From an optimization exercise on the open Yosys and OpenROAD flow, aimed at small area, a short achievable clock period and few clock cycles per item; shortcuts taken in it are not production practice. Only simulation tests tie the RTL to the original design; equivalence was not proved.

// fp_top
module fp_top
#(
    parameter fp_pkg::fp_format_e  FP_FORMAT   = fp_pkg::FP32,
    parameter fp_pkg::int_format_e INT_FORMAT  = fp_pkg::INT32,
    parameter logic        RISCV_MODE  = 1'b0
)
(
    input clk_i,
    input rst_i,
    input start_i,
    output logic ready_o,
    input [63:0] a_i,
    input [63:0] b_i,
    input [63:0] c_i,
    input fp_pkg::roundmode_e rnd_i,
    input fp_pkg::float_op_e op_i,
    input [1:0] op_modify_i,
    output logic [63:0] result_o,
    output logic valid_o,
    output fp_pkg::status_t flags_o
);
localparam int unsigned FP_WIDTH   = fp_pkg::fp_width(FP_FORMAT);
localparam int unsigned EXP_WIDTH  = fp_pkg::exp_bits(FP_FORMAT);
localparam int unsigned MANT_WIDTH = fp_pkg::man_bits(FP_FORMAT);
localparam int unsigned INT_WIDTH  = fp_pkg::int_width(INT_FORMAT);
function logic sign(input logic [FP_WIDTH-1:0] val);
    sign = val[FP_WIDTH-1];
endfunction
function logic [EXP_WIDTH-1:0] exp(input logic [FP_WIDTH-1:0] val);
    exp = val[FP_WIDTH-2-:EXP_WIDTH];
endfunction
function logic [MANT_WIDTH-1:0] mant(input logic [FP_WIDTH-1:0] val);
    mant = val[FP_WIDTH-2-EXP_WIDTH:0];
endfunction
function logic is_minus(input logic [FP_WIDTH-1:0] val);
    is_minus = sign(val);
endfunction
function logic is_normal(input logic [FP_WIDTH-1:0] val);
    is_normal = (exp(val) >= 1) && (exp(val) <= (2**EXP_WIDTH-2));
endfunction
function logic is_subnormal(input logic [FP_WIDTH-1:0] val);
    is_subnormal = (exp(val) == 0) && (mant(val) != 0);
endfunction
function logic is_zero(input logic [FP_WIDTH-1:0] val);
    is_zero = val[FP_WIDTH-2:0] == 0;
endfunction
function logic is_inf(input logic [FP_WIDTH-1:0] val);
    is_inf = exp(val) == (2**EXP_WIDTH-1) && mant(val) == 0;
endfunction
function logic is_nan(input logic [FP_WIDTH-1:0] val);
    is_nan = exp(val) == (2**EXP_WIDTH-1) && mant(val) != 0;
endfunction
  ...
For scale: about 15000 cells after synthesis, roughly 280 I/O pins, roughly 110000 um^2 of cells after synthesis.
Settings: LEC_CHECK=0, CAP_MARGIN=20, CORE_MARGIN=2, CORE_UTILIZATION=40, SETUP_SLACK_MARGIN=5, SLEW_MARGIN=20, SYNTH_HIERARCHICAL=1, SYNTH_MINIMUM_KEEP_SIZE=200; clock period 20.0 ns.
run.sh (not shown) runs the stock make flow with config.mk's settings and CLKGATE_MAP_FILE= SYNTH_SCRIPT=/design/flow/synth_recipe.tcl, a recipe that flattens the netlist after the stock synthesis.
Testbench counts at the start, summed over its fixed seeds: cycles 35,466, ops 24,000.
Then changed:
--- a/flow/design.v
+++ b/flow/design.v
@@ -731,30 +731,28 @@
     else if($signed(stickyindex) > $signed(MANT_WIDTH))
         new_stickybit = compressed_mant[MANT_WIDTH];
     else
         new_stickybit = compressed_mant[stickyindex];
 assign rnd_result_o.result = out_o;
 assign rnd_result_o.flags = flags_o;
 endmodule
 module fp_add_head
-#(
-    parameter fp_pkg::fp_format_e FP_FORMAT = fp_pkg::FP32
-)
 (
     input  [31:0] a_i,
     input  [31:0] b_i,
     input         sub_i,
     input  fp_pkg::roundmode_e rnd_i,
     output logic        sign_o,
     output logic [28:0] urpr_mant_o,
     output logic [7:0]  urpr_exp_o,
     output logic [4:0]  shamt_o,
     output logic        sticky_o
 );
+localparam fp_pkg::fp_format_e FP_FORMAT = fp_pkg::FP32;
 localparam int unsigned FP_WIDTH   = fp_pkg::fp_width(FP_FORMAT);
 localparam int unsigned EXP_WIDTH  = fp_pkg::exp_bits(FP_FORMAT);
 localparam int unsigned MANT_WIDTH = fp_pkg::man_bits(FP_FORMAT);
 localparam R_IND = {1'b1, {EXP_WIDTH{1'b1}}, 1'b1, {MANT_WIDTH-1{1'b0}}};
 function logic sign(input logic [FP_WIDTH-1:0] val);
     sign = val[FP_WIDTH-1];
 endfunction
 function logic [EXP_WIDTH-1:0] exp(input logic [FP_WIDTH-1:0] val);
@@ -1200,26 +1198,24 @@
 assign urnd.u_result = result_o;
 assign urnd.rs = rs_o;
 assign urnd.round_en = round_en_o;
 assign urnd.invalid = invalid_i;
 assign urnd.exp_cout = exp_cout_o;
 assign urnd_result_o = urnd;
 endmodule
 module fp_mul_head
-#(
-    parameter fp_pkg::fp_format_e FP_FORMAT = fp_pkg::FP32
-)
 (
     input  [31:0] a_i,
     input  [31:0] b_i,
     output logic [47:0] prod_o,      
     output logic [9:0]  expa_o,      
     output logic [9:0]  expb_o       
 );
+localparam fp_pkg::fp_format_e FP_FORMAT = fp_pkg::FP32;
 localparam int unsigned FP_WIDTH   = fp_pkg::fp_width(FP_FORMAT);
 localparam int unsigned EXP_WIDTH  = fp_pkg::exp_bits(FP_FORMAT);
 localparam int unsigned MANT_WIDTH = fp_pkg::man_bits(FP_FORMAT);
 localparam int unsigned BIAS       = (2**(EXP_WIDTH-1)-1);
 function logic sign(input logic [FP_WIDTH-1:0] val);
     sign = val[FP_WIDTH-1];
 endfunction
 function logic [EXP_WIDTH-1:0] exp(input logic [FP_WIDTH-1:0] val);
@@ -5967,17 +5963,17 @@
 end
 logic add_done;
 assign add_done = add_start;
 logic        add_sign;
 logic [28:0] add_urpr_mant;
 logic [7:0]  add_urpr_exp;
 logic [4:0]  add_shamt;
 logic        add_sticky;
-fp_add_head #(.FP_FORMAT(FP_FORMAT)) fp_add_head_inst
+fp_add_head fp_add_head_inst
 (
     .a_i(a_fp),
     .b_i(b_fp),
     .sub_i(op_modify_i == 2'b01),
     .rnd_i(rnd_i),
     .sign_o(add_sign),
     .urpr_mant_o(add_urpr_mant),
     .urpr_exp_o(add_urpr_exp),
@@ -5998,17 +5994,17 @@
 end
 logic mul_done;
 assign mul_done = mul_start;
 logic [FP_WIDTH-1:0] m_a_fp;
 assign m_a_fp = {a_fp[FP_WIDTH-1] ^ ((op_i == fp_pkg::FMADD) & op_modify_i[1]), a_fp[FP_WIDTH-2:0]};
 logic [47:0] m_prod;
 logic [9:0]  m_expa;
 logic [9:0]  m_expb;
-fp_mul_head #(.FP_FORMAT(FP_FORMAT)) fp_mul_head_inst
+fp_mul_head fp_mul_head_inst
 (
     .a_i(m_a_fp),
     .b_i(b_fp),
     .prod_o(m_prod),
     .expa_o(m_expa),
     .expb_o(m_expb)
 );
 logic [47:0] m_prod_q;
Effect: Design area rises by 2.7%; area after synthesis rises by 5.3%; clock-buffer cell count falls by 3; utilization falls by 1.1 points; cell count rises by about 4%; critical path depth rises by 6; via count rises by about 3.7%.
Testbench counts after the change, summed over its fixed seeds: cycles 35,466, ops 24,000.

[what the ideal ports hide]
The flow's constraints put no driver on any port. The routed layouts listed below were extracted and timed again, unchanged, in two steps.
Step 1 sets driving cells, clkbuf_16 on the clock port and buf_2 on the other inputs (assumed; they add their load-dependent delay and slew).
Step 2 adds t to the input delays and takes it off the output delays; t is the mean of the earliest and latest rising clock arrival at the registers after step 1. Input paths then give back, and output paths get back, about the clock's delay inside the block.
Three values: ideal ports, drivers, drivers and shift; two values: the first two.
| run | shift t [ns] | setup WS [ns] | cell pins on the clock port's net |
|---|---|---|---|
| the first run | 0.844 | 5.122 / 5.009 / 4.496 | 1 |
| the second run | 0.820 | 5.161 / 5.065 / 4.526 | 1 |
After both steps setup and hold are still met in every run listed. The setup slack of the second run, which loses most, moves by -0.096 ns with the drivers and by -0.635 ns with both steps.
